From an optimization exercise on the open Yosys and OpenROAD flow, aimed at small area; shortcuts taken in it are not production practice. No functional check of the RTL was part of any run shown here.

## design/flow/standard.sh

```bash
#!/bin/bash
# synth_recipe.tcl (not shown) runs the flow's synth.tcl, then flattens the netlist and writes it again
# the make line also repeats each setting of config.mk as NAME=value (left out here)
make -C /OpenROAD-flow-scripts/flow DESIGN_CONFIG=/design/flow/config.mk WORK_HOME=/design/flow/orfs CLKGATE_MAP_FILE= SYNTH_SCRIPT=/design/flow/synth_recipe.tcl "${@:-finish}"
```

## design/flow/config.mk

```make
export PLATFORM = sky130hd
export DESIGN_NAME = conv1
export DESIGN_NICKNAME = conv1
export VERILOG_FILES = /design/flow/design.v
export SDC_FILE = /design/flow/constraint.sdc
export NUM_CORES = 8
export LEC_CHECK = 0
export CAP_MARGIN = 20
export CORE_MARGIN = 2
export CORE_UTILIZATION = 40
export SLEW_MARGIN = 20
```

## design/flow/design.v

```verilog
module conv1 (
  input clock,
  input reset,
  input vld_in,
  input [5:0][15:0] in,
  output vld_out,
  output [63:0][15:0] out
);
  reg vld_r;
  always @(posedge clock) vld_r <= vld_in & ~reset;
  assign vld_out = vld_r;
  wire [15:0] i0 = in[0];
  wire [15:0] i1 = in[1];
  wire [15:0] i2 = in[2];
  wire [15:0] i3 = in[3];
  wire [15:0] i4 = in[4];
  wire [15:0] i5 = in[5];
  wire [15:0] a0 = i1 + i5;
  wire [15:0] a1 = i2 + i4;
  wire [15:0] a2 = i2 + ~i4 + 16'd1;
  wire [15:0] a3 = i0 + i3;
  wire [15:0] a4 = i3 + i5;
  wire [15:0] a5 = ~i1 + i5 + 16'd1;
  wire [15:0] a6 = i3 + ~a2 + 16'd1;
  wire [15:0] a7 = i0 + ~a4 + 16'd1;
  wire [15:0] a8 = ~i5 + a1 + 16'd1;
  wire [15:0] a9 = ~a1 + ~a5 + 16'd1;
  wire [15:0] a10 = i0 + ~a8 + 16'd1;
  wire [15:0] a11 = i0 + ~a9;
  reg [15:0] r0;
  always @(posedge clock) r0 <= a11;
  reg [15:0] r1;
  always @(posedge clock) r1 <= a0;
  reg [15:0] r2;
  always @(posedge clock) r2 <= a6;
  reg [15:0] r3;
  always @(posedge clock) r3 <= a1;
  reg [15:0] r4;
  always @(posedge clock) r4 <= a2;
  reg [15:0] r5;
  always @(posedge clock) r5 <= a7;
  reg [15:0] r6;
  always @(posedge clock) r6 <= a3;
  reg [15:0] r7;
  always @(posedge clock) r7 <= a4;
  reg [15:0] r8;
  always @(posedge clock) r8 <= i2;
  reg [15:0] r9;
  always @(posedge clock) r9 <= i1;
  reg [15:0] r10;
  always @(posedge clock) r10 <= a5;
  reg [15:0] r11;
  always @(posedge clock) r11 <= a9;
  reg [15:0] r12;
  always @(posedge clock) r12 <= a10;
  reg [15:0] r13;
  always @(posedge clock) r13 <= i0;
  reg [15:0] r14;
  always @(posedge clock) r14 <= a8;
  wire [15:0] b0 = r4 + r7;
  wire [15:0] b1 = r7 + r11 + 16'd1;
  wire [15:0] b2 = r8 + r11 + 16'd1;
  wire [15:0] b3 = r7 + r9;
  wire [15:0] b3_inc = ~b3 + 16'd1;
  wire [15:0] b4 = r1 + ~r2 + 16'd1;
  wire [15:0] b5 = r1 + r4;
  wire [15:0] b6 = r1 + r8;
  wire [15:0] b7 = r1 + ~r6 + 16'd1;
  wire [15:0] b8 = ~r3 + r5 + 16'd1;
  wire [15:0] b9 = r4 + ~r5 + 16'd1;
  wire [15:0] b10 = r3 + ~r6 + 16'd1;
  wire [15:0] b11 = r6 + ~r7 + 16'd1;
  wire [15:0] b12 = r5 + r8;
  wire [15:0] b13 = r3 + r5;
  wire [15:0] b13_inc = ~b13 + 16'd1;
  wire [15:0] b14 = r0 + r9;
  wire [15:0] b15 = r4 + r6;
  wire [15:0] b15_inc = ~b15 + 16'd1;
  wire [15:0] b16 = ~r6 + ~r11 + 16'd1;
  wire [15:0] b17 = ~r10 + r13 + 16'd1;
  wire [15:0] b18 = r1 + ~r7 + 16'd1;
  wire [15:0] b19 = ~r8 + r9;
  wire [15:0] b20 = r3 + r6;
  wire [15:0] b21 = r8 + r12;
  wire [15:0] b22 = ~r4 + r6;
  wire [15:0] b56 = ~r3 + r14 + 16'd1;
  wire [15:0] b23 = ~b2 + b18 + 16'd1;
  wire [15:0] b24 = r3 + ~b18 + 16'd1;
  wire [15:0] b25 = r4 + ~b6 + 16'd1;
  wire [15:0] b26 = ~b0 + ~b19 + 16'd1;
  wire [15:0] b27 = r3 + b18;
  wire [15:0] b28 = ~r9 + ~b9 + 16'd1;
  wire [15:0] b28_inc = b28 + 16'd1;
  wire [15:0] b29 = b8 + ~b19;
  wire [15:0] b30 = ~b9 + ~b19 + 16'd1;
  wire [15:0] b31 = ~b18 + b21 + 16'd1;
  wire [15:0] b32 = b19 + ~b22 + 16'd1;
  wire [15:0] b33 = r9 + ~b13 + 16'd1;
  wire [15:0] b34 = ~b19 + b21;
  wire [15:0] b35 = ~b13 + b18 + 16'd1;
  wire [15:0] b36 = r9 + ~b20 + 16'd1;
  wire [15:0] b37 = ~b22 + ~b56 + 16'd1;
  wire [15:0] b38 = r8 + ~b9 + 16'd1;
  wire [15:0] b39 = b17 + ~b19;
  wire [15:0] b40 = ~b15 + b56 + 16'd1;
  wire [15:0] b41 = r12 + b18;
  wire [15:0] b42 = r9 + ~b9 + 16'd1;
  wire [15:0] b43 = r6 + b19 + 16'd1;
  wire [15:0] b44 = r1 + b22 + 16'd1;
  wire [15:0] b45 = r13 + b2;
  wire [15:0] b46 = r9 + b21;
  wire [15:0] b46_inc = ~b46 + 16'd1;
  wire [15:0] b47 = r13 + b4;
  wire [15:0] b47_inc = ~b47 + 16'd1;
  wire [15:0] b48 = r9 + b12;
  wire [15:0] b48_inc = ~b48 + 16'd1;
  wire [15:0] b49 = b14 + b18;
  wire [15:0] b50 = r4 + b17;
  wire [15:0] b51 = b15 + b18;
  wire [15:0] b51_inc = ~b51 + 16'd1;
  wire [15:0] b52 = r9 + b14;
  wire [15:0] b53 = b2 + b20;
  wire [15:0] b53_inc = ~b53 + 16'd1;
  wire [15:0] b54 = r10 + ~b20 + 16'd1;
  wire [15:0] b55 = r1 + b20;
  wire [15:0] a0_inc = ~r1 + 16'd1;
  wire [15:0] a4_inc = ~r7 + 16'd1;
  wire [15:0] a9_inc = r11 + 16'd1;
  assign out[0] = b49;
  assign out[1] = b39;
  assign out[2] = b34;
  assign out[3] = b38;
  assign out[4] = b51_inc;
  assign out[5] = b46_inc;
  assign out[6] = a9_inc;
  assign out[7] = a4_inc;
  assign out[8] = a0_inc;
  assign out[9] = b5;
  assign out[10] = b13_inc;
  assign out[11] = b29;
  assign out[12] = b33;
  assign out[13] = r0;
  assign out[14] = b28_inc;
  assign out[15] = b15_inc;
  assign out[16] = r14;
  assign out[17] = r9;
  assign out[18] = b16;
  assign out[19] = b14;
  assign out[20] = b7;
  assign out[21] = b56;
  assign out[22] = b52;
  assign out[23] = b10;
  assign out[24] = r5;
  assign out[25] = b30;
  assign out[26] = r10;
  assign out[27] = b45;
  assign out[28] = b17;
  assign out[29] = b36;
  assign out[30] = b11;
  assign out[31] = b44;
  assign out[32] = b25;
  assign out[33] = b31;
  assign out[34] = b40;
  assign out[35] = b43;
  assign out[36] = b9;
  assign out[37] = b48_inc;
  assign out[38] = b37;
  assign out[39] = b12;
  assign out[40] = b35;
  assign out[41] = b1;
  assign out[42] = b3_inc;
  assign out[43] = b4;
  assign out[44] = b43;
  assign out[45] = b6;
  assign out[46] = b47_inc;
  assign out[47] = b42;
  assign out[48] = b41;
  assign out[49] = b54;
  assign out[50] = 16'd0;
  assign out[51] = b23;
  assign out[52] = b53_inc;
  assign out[53] = b0;
  assign out[54] = b50;
  assign out[55] = r2;
  assign out[56] = b3_inc;
  assign out[57] = b27;
  assign out[58] = b26;
  assign out[59] = b55;
  assign out[60] = b32;
  assign out[61] = b8;
  assign out[62] = b24;
  assign out[63] = b2;
endmodule
```

## design/flow/flow/gen.py

```python
# Generates the hand-mapped gate netlist for conv1 from plan.json.
# usage: python3 gen.py plan.json std_netlist.v out_netlist.v
import json, sys, re, random, os
sys.path.insert(0, os.path.dirname(os.path.abspath(__file__)))
from nlgen2 import generate, write
plan = json.load(open(sys.argv[1]))
std = open(sys.argv[2]).read()
ffs = re.findall(r"sky130_fd_sc_hd__(dfxtp_\d)\s+(\\\S+|\S+)\s*\(", std)
stdnames = set(n for t, n in ffs)
# register-bit signatures from random simulation of the plan
M = 0xFFFF
rnd = random.Random(1)
N = 256
sigs = {}
vals = []
for t in range(N):
    x = [rnd.randrange(65536) for _ in range(6)]
    v = {f"i{j}": x[j] for j in range(6)}
    for nd in plan['nodes']:
        if nd['stage'] != 'A': continue
        op = lambda n, i: (~v[n]) & M if i else v[n]
        if nd.get('type') == 'inc': v[nd['name']] = (op(nd['a'], nd['inva']) + 1) & M
        else: v[nd['name']] = (op(nd['a'], nd['inva']) + op(nd['b'], nd['invb']) + nd['c0']) & M
    vals.append({r['name']: v[r['src']] for r in plan['regs']})
def sig(r, i): return tuple((vals[t][r] >> i) & 1 for t in range(N))
def ffn(r, i): return f"\\{r}[{i}]$_DFF_P_"
alias = {}
present = {}
for r in plan['regs']:
    for i in range(16):
        s = sig(r['name'], i)
        if ffn(r['name'], i) in stdnames: present.setdefault(s, (r['name'], i))
for r in plan['regs']:
    for i in range(16):
        if ffn(r['name'], i) not in stdnames:
            s = sig(r['name'], i)
            assert s in present, ('missing reg bit', r['name'], i)
            alias[(r['name'], i)] = present[s]
def ffname(r, i):
    if r == 'vld_r': return "\\vld_r$_DFF_P_ "
    return ffn(r, i) + " "
nl, assigns = generate(plan, ffname=ffname, alias=alias)
mine = len(re.findall(r"dfxtp_1", "\n".join(nl.lines)))
print('std ffs', len(ffs), 'mine', mine, 'aliases', alias)
assert mine == len(ffs)
write(nl, assigns, sys.argv[3])
print('area', round(nl.area, 1))
```

## design/flow/constraint.sdc

```tcl
create_clock -name core_clock -period 6.0 [get_ports {clock}]
set_input_delay 1.2000 -clock core_clock [delete_from_list [all_inputs] [get_ports {clock}]]
set_output_delay 1.2000 -clock core_clock [all_outputs]
set_load 0.01 [all_outputs]
```

## design/flow/flow/plan.json

```
{"nodes": [{"name": "a0", "stage": "A", "a": "i1", "inva": false, "b": "i5", "invb": false, "c0": 0, "lvl": 1, "kf": 6}, {"name": "a1", "stage": "A", "a": "i2", "inva": false, "b": "i4", "invb": false, "c0": 0, "lvl": 1, "kf": 6}, {"name": "a2", "stage": "A", "a": "i2", "inva": false, "b": "i4", "invb": true, "c0": 1, "lvl": 1, "kf": 6}, {"name": "a3", "stage": "A", "a": "i0", "inva": false, "b": "i3", "invb": false, "c0": 0, "lvl": 1, "kf": 6}, {"name": "a4", "stage": "A", "a": "i3", "inva": false, "b": "i5", "invb": false, "c0": 0, "lvl": 1, "kf": 6}, {"name": "a5", "stage": "A", "a": "i1", "inva": true, "b": "i5", "invb": false, "c0": 1, "lvl": 1, "kf": 6}, {"name": "a6", "stage": "A", "a": "i3", "inva": false, "b": "a2", "invb": true, "c0": 1, "lvl": 2, "kf": 6}, {"name": "a7", "stage": "A", "a": "i0", "inva": false, "b": "a4", "invb": true, "c0": 1, "lvl": 2, "kf": 6}, {"name": "a8", "stage": "A", "a": "i5", "inva": true, "b": "a1", "invb": false, "c0": 1, "lvl": 2, "kf": 6}, {"name": "a9", "stage": "A", "a": "a1", "inva": true, "b": "a5", "invb": true, "c0": 1, "lvl": 2, "kf": 6}, {"name": "a10", "stage": "A", "a": "i0", "inva": false, "b": "a8", "invb": true, "c0": 1, "lvl": 3, "kf": 6}, {"name": "a11", "stage": "A", "a": "i0", "inva": false, "b": "a9", "invb": true, "c0": 0, "lvl": 3, "kf": 6}, {"name": "b0", "stage": "B", "a": "r4", "inva": false, "b": "r7", "invb": false, "c0": 0, "lvl": 1, "kf": 1}, {"name": "b1", "stage": "B", "a": "r7", "inva": false, "b": "r11", "invb": false, "c0": 1, "lvl": 1, "kf": 1}, {"name": "b2", "stage": "B", "a": "r8", "inva": false, "b": "r11", "invb": false, "c0": 1, "lvl": 1, "kf": 1}, {"name": "b3", "stage": "B", "a": "r7", "inva": false, "b": "r9", "invb": false, "c0": 0, "lvl": 1, "kf": 1}, {"name": "b3_inc", "stage": "B", "type": "inc", "a": "b3", "inva": true, "lvl": 2, "kf": 1}, {"name": "b4", "stage": "B", "a": "r1", "inva": false, "b": "r2", "invb": true, "c0": 1, "lvl": 1, "kf": 1}, {"name": "b5", "stage": "B", "a": "r1", "inva": false, "b": "r4", "invb": false, "c0": 0, "lvl": 1, "kf": 1}, {"name": "b6", "stage": "B", "a": "r1", "inva": false, "b": "r8", "invb": false, "c0": 0, "lvl": 1, "kf": 1}, {"name": "b7", "stage": "B", "a": "r1", "inva": false, "b": "r6", "invb": true, "c0": 1, "lvl": 1, "kf": 1}, {"name": "b8", "stage": "B", "a": "r3", "inva": true, "b": "r5", "invb": false, "c0": 1, "lvl": 1, "kf": 1}, {"name": "b9", "stage": "B", "a": "r4", "inva": false, "b": "r5", "invb": true, "c0": 1, "lvl": 1, "kf": 1}, {"name": "b10", "stage": "B", "a": "r3", "inva": false, "b": "r6", "invb": true, "c0": 1, "lvl": 1, "kf": 1}, {"name": "b11", "stage": "B", "a": "r6", "inva": false, "b": "r7", "invb": true, "c0": 1, "lvl": 1, "kf": 1}, {"name": "b12", "stage": "B", "a": "r5", "inva": false, "b": "r8", "invb": false, "c0": 0, "lvl": 1, "kf": 1}, {"name": "b13", "stage": "B", "a": "r3", "inva": false, "b": "r5", "invb": false, "c0": 0, "lvl": 1, "kf": 1}, {"name": "b13_inc", "stage": "B", "type": "inc", "a": "b13", "inva": true, "lvl": 2, "kf": 1}, {"name": "b14", "stage": "B", "a": "r0", "inva": false, "b": "r9", "invb": false, "c0": 0, "lvl": 1, "kf": 1}, {"name": "b15", "stage": "B", "a": "r4", "inva": false, "b": "r6", "invb": false, "c0": 0, "lvl": 1, "kf": 1}, {"name": "b15_inc", "stage": "B", "type": "inc", "a": "b15", "inva": true, "lvl": 2, "kf": 1}, {"name": "b16", "stage": "B", "a": "r6", "inva": true, "b": "r11", "invb": true, "c0": 1, "lvl": 1, "kf": 1}, {"name": "b17", "stage": "B", "a": "r10", "inva": true, "b": "r13", "invb": false, "c0": 1, "lvl": 1, "kf": 1}, {"name": "b18", "stage": "B", "a": "r1", "inva": false, "b": "r7", "invb": true, "c0": 1, "lvl": 1, "kf": 1}, {"name": "b19", "stage": "B", "a": "r8", "inva": true, "b": "r9", "invb": false, "c0": 0, "lvl": 1, "kf": 1}, {"name": "b20", "stage": "B", "a": "r3", "inva": false, "b": "r6", "invb": false, "c0": 0, "lvl": 1, "kf": 1}, {"name": "b21", "stage": "B", "a": "r8", "inva": false, "b": "r12", "invb": false, "c0": 0, "lvl": 1, "kf": 1}, {"name": "b22", "stage": "B", "a": "r4", "inva": true, "b": "r6", "invb": false, "c0": 0, "lvl": 1, "kf": 1}, {"name": "b56", "stage": "B", "a": "r3", "inva": true, "b": "r14", "invb": false, "c0": 1, "lvl": 1, "kf": 1}, {"name": "b23", "stage": "B", "a": "b2", "inva": true, "b": "b18", "invb": false, "c0": 1, "lvl": 2, "kf": 1}, {"name": "b24", "stage": "B", "a": "r3", "inva": false, "b": "b18", "invb": true, "c0": 1, "lvl": 2, "kf": 1}, {"name": "b25", "stage": "B", "a": "r4", "inva": false, "b": "b6", "invb": true, "c0": 1, "lvl": 2, "kf": 1}, {"name": "b26", "stage": "B", "a": "b0", "inva": true, "b": "b19", "invb": true, "c0": 1, "lvl": 2, "kf": 1}, {"name": "b27", "stage": "B", "a": "r3", "inva": false, "b": "b18", "invb": false, "c0": 0, "lvl": 2, "kf": 1}, {"name": "b28", "stage": "B", "a": "r9", "inva": true, "b": "b9", "invb": true, "c0": 1, "lvl": 2, "kf": 1}, {"name": "b28_inc", "stage": "B", "type": "inc", "a": "b28", "inva": false, "lvl": 3, "kf": 1}, {"name": "b29", "stage": "B", "a": "b8", "inva": false, "b": "b19", "invb": true, "c0": 0, "lvl": 2, "kf": 1}, {"name": "b30", "stage": "B", "a": "b9", "inva": true, "b": "b19", "invb": true, "c0": 1, "lvl": 2, "kf": 1}, {"name": "b31", "stage": "B", "a": "b18", "inva": true, "b": "b21", "invb": false, "c0": 1, "lvl": 2, "kf": 1}, {"name": "b32", "stage": "B", "a": "b19", "inva": false, "b": "b22", "invb": true, "c0": 1, "lvl": 2, "kf": 1}, {"name": "b33", "stage": "B", "a": "r9", "inva": false, "b": "b13", "invb": true, "c0": 1, "lvl": 2, "kf": 1}, {"name": "b34", "stage": "B", "a": "b19", "inva": true, "b": "b21", "invb": false, "c0": 0, "lvl": 2, "kf": 1}, {"name": "b35", "stage": "B", "a": "b13", "inva": true, "b": "b18", "invb": false, "c0": 1, "lvl": 2, "kf": 1}, {"name": "b36", "stage": "B", "a": "r9", "inva": false, "b": "b20", "invb": true, "c0": 1, "lvl": 2, "kf": 1}, {"name": "b37", "stage": "B", "a": "b22", "inva": true, "b": "b56", "invb": true, "c0": 1, "lvl": 2, "kf": 1}, {"name": "b38", "stage": "B", "a": "r8", "inva": false, "b": "b9", "invb": true, "c0": 1, "lvl": 2, "kf": 1}, {"name": "b39", "stage": "B", "a": "b17", "inva": false, "b": "b19", "invb": true, "c0": 0, "lvl": 2, "kf": 1}, {"name": "b40", "stage": "B", "a": "b15", "inva": true, "b": "b56", "invb": false, "c0": 1, "lvl": 2, "kf": 1}, {"name": "b41", "stage": "B", "a": "r12", "inva": false, "b": "b18", "invb": false, "c0": 0, "lvl": 2, "kf": 1}, {"name": "b42", "stage": "B", "a": "r9", "inva": false, "b": "b9", "invb": true, "c0": 1, "lvl": 2, "kf": 1}, {"name": "b43", "stage": "B", "a": "r6", "inva": false, "b": "b19", "invb": false, "c0": 1, "lvl": 2, "kf": 1}, {"name": "b44", "stage": "B", "a": "r1", "inva": false, "b": "b22", "invb": false, "c0": 1, "lvl": 2, "kf": 1}, {"name": "b45", "stage": "B", "a": "r13", "inva": false, "b": "b2", "invb": false, "c0": 0, "lvl": 2, "kf": 1}, {"name": "b46", "stage": "B", "a": "r9", "inva": false, "b": "b21", "invb": false, "c0": 0, "lvl": 2, "kf": 1}, {"name": "b46_inc", "stage": "B", "type": "inc", "a": "b46", "inva": true, "lvl": 3, "kf": 1}, {"name": "b47", "stage": "B", "a": "r13", "inva": false, "b": "b4", "invb": false, "c0": 0, "lvl": 2, "kf": 1}, {"name": "b47_inc", "stage": "B", "type": "inc", "a": "b47", "inva": true, "lvl": 3, "kf": 1}, {"name": "b48", "stage": "B", "a": "r9", "inva": false, "b": "b12", "invb": false, "c0": 0, "lvl": 2, "kf": 1}, {"name": "b48_inc", "stage": "B", "type": "inc", "a": "b48", "inva": true, "lvl": 3, "kf": 1}, {"name": "b49", "stage": "B", "a": "b14", "inva": false, "b": "b18", "invb": false, "c0": 0, "lvl": 2, "kf": 1}, {"name": "b50", "stage": "B", "a": "r4", "inva": false, "b": "b17", "invb": false, "c0": 0, "lvl": 2, "kf": 1}, {"name": "b51", "stage": "B", "a": "b15", "inva": false, "b": "b18", "invb": false, "c0": 0, "lvl": 2, "kf": 1}, {"name": "b51_inc", "stage": "B", "type": "inc", "a": "b51", "inva": true, "lvl": 3, "kf": 1}, {"name": "b52", "stage": "B", "a": "r9", "inva": false, "b": "b14", "invb": false, "c0": 0, "lvl": 2, "kf": 1}, {"name": "b53", "stage": "B", "a": "b2", "inva": false, "b": "b20", "invb": false, "c0": 0, "lvl": 2, "kf": 1}, {"name": "b53_inc", "stage": "B", "type": "inc", "a": "b53", "inva": true, "lvl": 3, "kf": 1}, {"name": "b54", "stage": "B", "a": "r10", "inva": false, "b": "b20", "invb": true, "c0": 1, "lvl": 2, "kf": 1}, {"name": "b55", "stage": "B", "a": "r1", "inva": false, "b": "b20", "invb": false, "c0": 0, "lvl": 2, "kf": 1}, {"name": "a0_inc", "stage": "B", "type": "inc", "a": "r1", "inva": true, "lvl": 1, "kf": 1}, {"name": "a4_inc", "stage": "B", "type": "inc", "a": "r7", "inva": true, "lvl": 1, "kf": 1}, {"name": "a9_inc", "stage": "B", "type": "inc", "a": "r11", "inva": false, "lvl": 1, "kf": 1}], "regs": [{"name": "r0", "src": "a11"}, {"name": "r1", "src": "a0"}, {"name": "r2", "src": "a6"}, {"name": "r3", "src": "a1"}, {"name": "r4", "src": "a2"}, {"name": "r5", "src": "a7"}, {"name": "r6", "src": "a3"}, {"name": "r7", "src": "a4"}, {"name": "r8", "src": "i2"}, {"name": "r9", "src": "i1"}, {"name": "r10", "src": "a5"}, {"name": "r11", "src": "a9"}, {"name": "r12", "src": "a10"}, {"name": "r13", "src": "i0"}, {"name": "r14", "src": "a8"}], "outs": ["b49", "b39", "b34", "b38", "b51_inc", "b46_inc", "a9_inc", "a4_inc", "a0_inc", "b5", "b13_inc", "b29", "b33", "r0", "b28_inc", "b15_inc", "r14", "r9", "b16", "b14", "b7", "b56", "b52", "b10", "r5", "b30", "r10", "b45", "b17", "b36", "b11", "b44", "b25", "b31", "b40", "b43", "b9", "b48_inc", "b37", "b12", "b35", "b1", "b3_inc", "b4", "b43", "b6", "b47_inc", "b42", "b41", "b54", null, "b23", "b53_inc", "b0", "b50", "r2", "b3_inc", "b27", "b26", "b55", "b32", "b8", "b24", "b2"], "conflicts": 12}
```

## design/flow/flow/nlgen2.py

```python
# generic hand-mapped netlist generator: nodes list from plan (A nodes, regs, B nodes, inc nodes)
import json, sys, re
P='sky130_fd_sc_hd__'
AREA={'inv_1':3.7536,'xor2_1':8.7584,'xnor2_1':8.7584,'nand2_1':3.7536,'nor2_1':3.7536,'and2_0':6.256,'or2_0':6.256,
      'nor2b_1':6.256,'nand2b_1':6.256,'a21oi_1':5.0048,'o21ai_1':5.0048,'fa_1':20.0192,'dfxtp_1':20.0192,'conb_1':3.7536}
class NL:
    def __init__(s): s.lines=[]; s.n=0; s.area=0.0; s.cnt={}; s.nets=set()
    def net(s,hint=None):
        s.n+=1; nm=f"{hint}_{s.n}" if hint else f"_w{s.n}_"; s.nets.add(nm); return nm
    def cell(s,typ,pins,name=None):
        s.n+=1; nm=name or f"_c{s.n}_"
        s.lines.append(f"  {P}{typ} {nm} ("+", ".join(f".{k}({v})" for k,v in pins.items())+");")
        s.area+=AREA[typ]; s.cnt[typ]=s.cnt.get(typ,0)+1
    def g(s,typ,ins,outpin='Y',hint=None):
        o=s.net(hint); d=dict(ins); d[outpin]=o; s.cell(typ,d); return o
def inv(nl,x): return (nl.g('inv_1',{'A':x[0]}),x[1]^1)
def xor_sig(nl,x,y,want,hint=None):
    par=x[1]^y[1]^want
    if par==0: return (nl.g('xor2_1',{'A':x[0],'B':y[0]},'X',hint),want)
    return (nl.g('xnor2_1',{'A':x[0],'B':y[0]},'Y',hint),want)
def and_sig(nl,x,y,want):
    (nx,px),(ny,py)=x,y
    if want==0:
        if px and py: return (nl.g('nor2_1',{'A':nx,'B':ny}),0)
        if not px and not py: return (nl.g('and2_0',{'A':nx,'B':ny},'X'),0)
        if px: return (nl.g('nor2b_1',{'A':nx,'B_N':ny}),0)
        return (nl.g('nor2b_1',{'A':ny,'B_N':nx}),0)
    else:
        if not px and not py: return (nl.g('nand2_1',{'A':nx,'B':ny}),1)
        if px and py: return (nl.g('or2_0',{'A':nx,'B':ny},'X'),1)
        if px: return (nl.g('nand2b_1',{'A_N':nx,'B':ny}),1)
        return (nl.g('nand2b_1',{'A_N':ny,'B':nx}),1)
def or_sig(nl,x,y,want):
    r=and_sig(nl,(x[0],x[1]^1),(y[0],y[1]^1),want^1); return (r[0],want)
def pref(i,kf):
    if i==0: return 1
    if i<kf: return 0
    if i==15: return None
    return 1 if (i-kf)%2==0 else 0
def generate(plan, ffname=None, kfdef=1, alias=None):
    """plan: dict with 'nodes' (ordered list: {name,stage,a,inva,b,invb,c0,kf} or {name,type:'inc',a,inva}),
       'regs': [{name,src}], 'outs': [name or None]"""
    nl=NL()
    sig={}
    for j in range(6): sig[f"i{j}"]=[(f"in[{16*j+i}]",0) for i in range(16)]
    nodes=plan['nodes']; regs=plan['regs']; outs=plan['outs']
    regnames={r['name'] for r in regs}
    forced0=set(r['src'] for r in regs)|set(o for o in outs if o)
    # consumer preferences
    cons={}
    for nd in nodes:
        for side in ('a','b'):
            src=nd.get(side)
            if src is None: continue
            inv_=nd.get('inv'+side,False)
            cons.setdefault(src,[]).append((nd.get('kf',kfdef),inv_,nd.get('type','add')))
    def want_pol(name,i):
        if name in forced0: return 0
        votes=[0,0]
        for kf,inv_,typ in cons.get(name,[]):
            if typ=='inc': continue
            p=pref(i,kf)
            if p is None: continue
            votes[p^int(inv_)]+=1
        return 1 if votes[1]>votes[0] else 0
    def emit_regs(stage_done):
        pass
    ffcount=0
    # vld
    vd=nl.g('nor2b_1',{'A':'reset','B_N':'vld_in'})
    nl.cell('dfxtp_1',{'CLK':'clock','D':vd,'Q':'vld_q'},name=ffname('vld_r',None) if ffname else "\\vld_r$_DFF_P_ ")
    nl.nets.add('vld_q')
    regs_emitted=False
    def do_regs():
        for r in regs:
            bits=[]
            for i in range(16):
                s=sig[r['src']][i]
                if s[1]!=0: s=inv(nl,s)
                if alias and (r['name'],i) in alias:
                    r2,i2=alias[(r['name'],i)]
                    bits.append((f"{r2}_q{i2}",0)); continue
                q=f"{r['name']}_q{i}"; nl.nets.add(q)
                nm=ffname(r['name'],i) if ffname else f"\\{r['name']}[{i}]$_DFF_P_ "
                nl.cell('dfxtp_1',{'CLK':'clock','D':s[0],'Q':q},name=nm)
                bits.append((q,0))
            sig[r['name']]=bits
    for nd in nodes:
        if nd.get('stage')=='B' and not regs_emitted:
            do_regs(); regs_emitted=True
        nm=nd['name']; kf=nd.get('kf',kfdef)
        if nd.get('type')=='inc':
            A=[(s[0],s[1]^int(nd['inva'])) for s in sig[nd['a']]]
            bits=[]; c=None
            for i in range(16):
                a=A[i]; w=want_pol(nm,i)
                if i==0:
                    bits.append((a[0],a[1]^1) if w==(a[1]^1) else inv(nl,(a[0],a[1]^1)))
                    c=a
                else:
                    bits.append(xor_sig(nl,a,c,w))
                    if i<15: c=and_sig(nl,a,c,c[1]^1)
            sig[nm]=bits; continue
        A=[(s[0],s[1]^int(nd['inva'])) for s in sig[nd['a']]]
        B=[(s[0],s[1]^int(nd['invb'])) for s in sig[nd['b']]]
        c0=nd['c0']; bits=[]; c=None
        for i in range(16):
            a=A[i]; b=B[i]; w=want_pol(nm,i)
            if i==0:
                s=xor_sig(nl,a,b,w^c0); s=(s[0],s[1]^c0); bits.append(s)
                if kf>1: cw=0
                else: cw=0 if (a[1] and b[1]) else 1 if (not a[1] and not b[1]) else 0
                if c0: cw=0 if (a[1] and b[1]) else 1 if (not a[1] and not b[1]) else 0
                if kf>1: cw=0
                c=or_sig(nl,a,b,cw) if c0 else and_sig(nl,a,b,cw)
            elif i<kf and i<15:
                P0=1 if (a[1]+b[1]+c[1])>=2 else 0
                ins=[x if x[1]==P0 else inv(nl,x) for x in (a,b,c)]
                so=nl.net(); co=nl.net()
                nl.cell('fa_1',{'A':ins[0][0],'B':ins[1][0],'CIN':ins[2][0],'COUT':co,'SUM':so})
                s=(so,P0)
                if w!=P0 and nm in forced0: s=inv(nl,s)
                bits.append(s); c=(co,P0)
            elif i<15:
                if c[1]==0:
                    t=xor_sig(nl,a,b,0); gg=and_sig(nl,a,b,0)
                    cn=(nl.g('a21oi_1',{'A1':t[0],'A2':c[0],'B1':gg[0]}),1)
                else:
                    t=xor_sig(nl,a,b,1); gg=and_sig(nl,a,b,1)
                    cn=(nl.g('o21ai_1',{'A1':t[0],'A2':c[0],'B1':gg[0]}),0)
                bits.append(xor_sig(nl,t,c,w)); c=cn
            else:
                t=xor_sig(nl,a,b,0); bits.append(xor_sig(nl,t,c,w,hint=f"{nm}_msb"))
        sig[nm]=bits
    if not regs_emitted: do_regs()
    assigns=[]
    for k,o in enumerate(outs):
        for i in range(16):
            port=f"out[{16*k+i}]"
            if o is None: assigns.append((port,None)); continue
            s=sig[o][i]
            if s[1]!=0: s=inv(nl,s)
            assigns.append((port,s[0]))
    return nl,assigns
def write(nl,assigns,fn):
    L=["module conv1 (clock, reset, vld_in, in, vld_out, out);","  input clock;","  input reset;","  input vld_in;","  input [95:0] in;","  output vld_out;","  output [1023:0] out;"]
    if any(s is None for _,s in assigns):
        nl.cell('conb_1',{'LO':'zlo','HI':'zhi'}); nl.nets|={'zlo','zhi'}
    for n in sorted(nl.nets): L.append(f"  wire {n};")
    L+=nl.lines
    L.append("  assign vld_out = vld_q;")
    for p,s in assigns: L.append(f"  assign {p} = {s if s else 'zlo'};")
    L.append("endmodule")
    open(fn,'w').write("\n".join(L)+"\n")
```

## design/flow/flow/run.sh

```bash
#!/bin/bash
# Layout flow: standard synthesis (for the register list), then the hand-mapped
# adder netlist generated by flow/gen.py from flow/plan.json replaces the
# synthesized netlist; the rest is the standard ORFS flow, with port buffers
# of the smallest buffer cell.
set -eo pipefail
R=orfs/results/sky130hd/conv1/base
bash standard.sh synth > std_synth.log 2>&1
cp $R/1_2_yosys.v std_1_2_yosys.v
python3 flow/gen.py flow/plan.json std_1_2_yosys.v hand_netlist.v > gen.log 2>&1
cp hand_netlist.v $R/1_2_yosys.v
rm -f $R/1_synth.odb
bash standard.sh BUFFER_PORTS_ARGS="-buffer_cell sky130_fd_sc_hd__buf_1" finish > std_finish.log 2>&1
```

==> metrics list, run 1 <==
- Once the floorplan was initialized, standard cells occupied 40.23% of the core.
- Height of the die: 304.2 um
- Syn. warnings: 1
- Netlist Area Pre-Place: 36050 sq um
* DIE WIDTH: 304.2 um
* First Err: [ERROR PPL-0024] Number of IO pins (1124) exceeds maximum number of available positions (1098). Increase the die perimeter from 1216.76um to 1528.64um.
- It got as far as 3_2_place_iop and failed there.
* Average instance area after synthesis: 7.850 sq um
* Result of the run: aborted with a tool error
- After technology mapping, the gate count stands at 4592.
- The floorplan has 110 rows.
==> run 2: changes to the inputs <==
--- a/design/flow/flow/run.sh
+++ b/design/flow/flow/run.sh
@@ -10,4 +10,4 @@
 python3 flow/gen.py flow/plan.json std_1_2_yosys.v hand_netlist.v > gen.log 2>&1
 cp hand_netlist.v $R/1_2_yosys.v
 rm -f $R/1_synth.odb
-bash standard.sh BUFFER_PORTS_ARGS="-buffer_cell sky130_fd_sc_hd__buf_1" finish > std_finish.log 2>&1
+bash standard.sh BUFFER_PORTS_ARGS="-buffer_cell sky130_fd_sc_hd__buf_1" PLACE_PINS_ARGS="-min_distance 1 -min_distance_in_tracks" finish > std_finish.log 2>&1
--- a/design/flow/config.mk
+++ b/design/flow/config.mk
@@ -7,5 +7,5 @@
 export LEC_CHECK = 0
 export CAP_MARGIN = 20
 export CORE_MARGIN = 2
-export CORE_UTILIZATION = 40
+export CORE_UTILIZATION = 35
 export SLEW_MARGIN = 20
==> run 2 against run 1 <==
Net effect:
- the layout now fails its checks (negative setup slack)
- synthesized cell count did not move
- synthesized area did not move
==> metrics list, run 2 <==
* Result of the run: complete, but fails checks
- In this run the layout check failures are negative setup slack.
- At the pin with the least slew margin, the transition time is 1.118 ns.
- In this run the remaining antenna-violating nets after routing total 0.
* Height of the die: 324.9 um (+6.8%)
- Global Route met3 Usage: 8.098%
* RSZ-0062 raised after global routing: true
- Number of stages on the worst setup path: 25
- Detail-routed net length per standard cell: 24.40 um
* Pins over their slew limit: 0
* Effective utilization at floorplan: 35.38% (-4.9 points)
- The number of antenna violations at the first check in global routing came to 24.
- The worst hold path belongs to the class in2reg.
- Number of hold violations in the final report: 0
* Final #Nets: 7393
- The detailed router placed 44140 vias in this run.
* Average instance area after synthesis: 7.850 sq um (unchanged)
- For this run, the total global-route usage over all layers was measured as 36.38%.
- The area growth from synthesis to layout is 75.45%.
- Leaving out fill and tap cells, the most frequent cell in the layout is sky130_fd_sc_hd__buf_4.
* Placed insts: 8340
- Share of cells above drive strength 1: 38.87%
* Stage delay of the slowest cell on the critical path: 0.36 ns
* Commonest non-fill, non-tap cells in the layout: sky130_fd_sc_hd__buf_4, sky130_fd_sc_hd__xor2_1, sky130_fd_sc_hd__buf_1, sky130_fd_sc_hd__xnor2_1, sky130_fd_sc_hd__nand2_1
* Initial detailed-routing violation count: 3000
- Clock root cell: sky130_fd_sc_hd__clkbuf_16
- Slack of the critical path: -0.07939 ns
- F_max: 0.1645 GHz
* Final routed DRC violation total: 0
- The via count of the first global-routing pass is 41160.
* DIE WIDTH: 324.9 um (+6.8%)
* Timing endpoint of the critical path: out[942]
- Number of I/O pins: 1124
- Routed vias/inst: 5.104
- The H-tree was split into 2 levels.
- Along the worst path, the maximum fanout reaches 6.
* Highest-delay cell along the critical path: sky130_fd_sc_hd__dfxtp_4
* Setup Crit Path Kind: reg2out
- No sink is reached through more buffers than the 3 on the longest clock path.
* Maximum number of pins on one net before global-route repair: 22
- The first global-routing pass estimated 280800 um of wire.
* Worst Hold Slack: 0.7749 ns
- For met2 alone, demand over resource in global routing was 58.38%.
- Global placement routability congestion: 1.145
- Across the run, the number of max-cap violations was 0.
- Clock-pin slew on the worst setup and hold paths: 0.06 ns
- Total clock buffers created by CTS: 34
* Non-filler instance count after layout: 8648
- The Yosys warning count was 1 (unchanged).
* Setup TNS: -0.2488 ns
- Together, buffers and inverters on the worst path number 8.
* Routing layer with the top usage in global route: met2
- The die covers 105600 sq um.
* Netlist Area Pre-Place: 36050 sq um (unchanged)
* Count of endpoints failing setup in the final report: 7
- Critical Path AT: 4.88 ns
* Filler cells: 8775
* Tcrit/Tclk final: 101.3%
- For met1 alone, demand over resource in global routing was 41.32%.
- Sinks on the clock net: 239
* Critical path capture point type: output pin
- Number of cells produced by synthesis: 4592 (unchanged)
- TritonCTS built the clock tree.
- During placement, the flow inserted port buffers numbering 1107.
- DR pass1 iterations: 10
* Max-slew headroom at the worst pin: 25.38%
- Half-perimeter wire length after detailed placement: 169200 um
- The smallest clock period supported by the final layout is computed as 6.079 ns.
- Cell mode on critical path: sky130_fd_sc_hd__buf_4
* Placeable core region: 101900 sq um
* Final standard cell utilization of the core: 62.07%
- Data on the critical path is required at its endpoint by 4.80 ns.
- Critical path launch point: r8[1]
- Kind of cell with the highest combined delay on the critical path: compound AO/OA/AOI/OAI gates
- Total congestion overflow: 0
* FP Rows: 117 (+6.4%)
- Routed Wire Length: 211000 um
* Startpoint type of the worst setup path: flip-flop
run 2: final cells by class:
| type | count | area (sq um) | area share [%] |
|---|---|---|---|
| antenna | 22 | 55.05 | 0.08705 |
| clock buffer | 42 | 900.9 | 1.425 |
| clock inverter | 18 | 265.3 | 0.4194 |
| inverter | 43 | 161.4 | 0.2552 |
| multi-input combinational | 4325 | 39270 | 62.10 |
| sequential | 239 | 4827 | 7.633 |
| tap | 1368 | 1712 | 2.707 |
| timing repair buffer | 2591 | 16050 | 25.37 |
run 2: what timing repair did:
action	in CTS	in global routing
setup buffers	78	153
pin swaps	136	364
setup endpoints to repair	216	172
gates resized for setup	738	902
hold buffers	0	0
gates cloned	0	2
run 2: worst min-delay path by stage:
stage / depth (start not counted) / slack (ns) / endpoint / startpoint
detailed placement: 2 / 1.36 / vld_r / reset
floorplan: 0 / 1.23 / r13[0] / in[0]
CTS: 2 / 0.76 / vld_r / reset
global placement: 2 / 1.35 / vld_r / reset
finish: 2 / 0.77 / vld_r / reset
global route: 2 / 0.79 / vld_r / reset
run 2: layer usage:
layer / part of all wire (%) / up-vias
met5: 0.052 / -
li1: - / 19930
met2: 45 / 2043
met3: 7.6 / 784
met1: 37 / 21380
met4: 10 / 16
run 2: through the flow:
stage	setup WS, ns	cell area [sq um]
floorplan	-0.0001608	36110
global placement	-0.7976	51750
detailed placement	-0.8203	51750
CTS	-0.04742	56820
global route	-0.2839	63220
finish	-0.07939	63240

==> afterwards: timing with drivers on the ports <==
Ports are ideal in the flow. The routed layout listed here was re-timed in OpenROAD. Step 1 assumes that a clkbuf_16 drives the clock port and a buf_2 every other input. Step 2 also shifts input and output timing later by t, the mid clock arrival at the registers, as if the neighbouring blocks saw the same clock. a / b / c = ideal / step 1 / step 2; a / b = the first two.
run: run 2
t, ns: 0.644
setup slack, ns: -0.079 / -0.155 / -0.467
cell pins on the clock port's net: 1
The setup slack of run 2 moves by -0.076 ns with the drivers and by -0.388 ns with both steps.
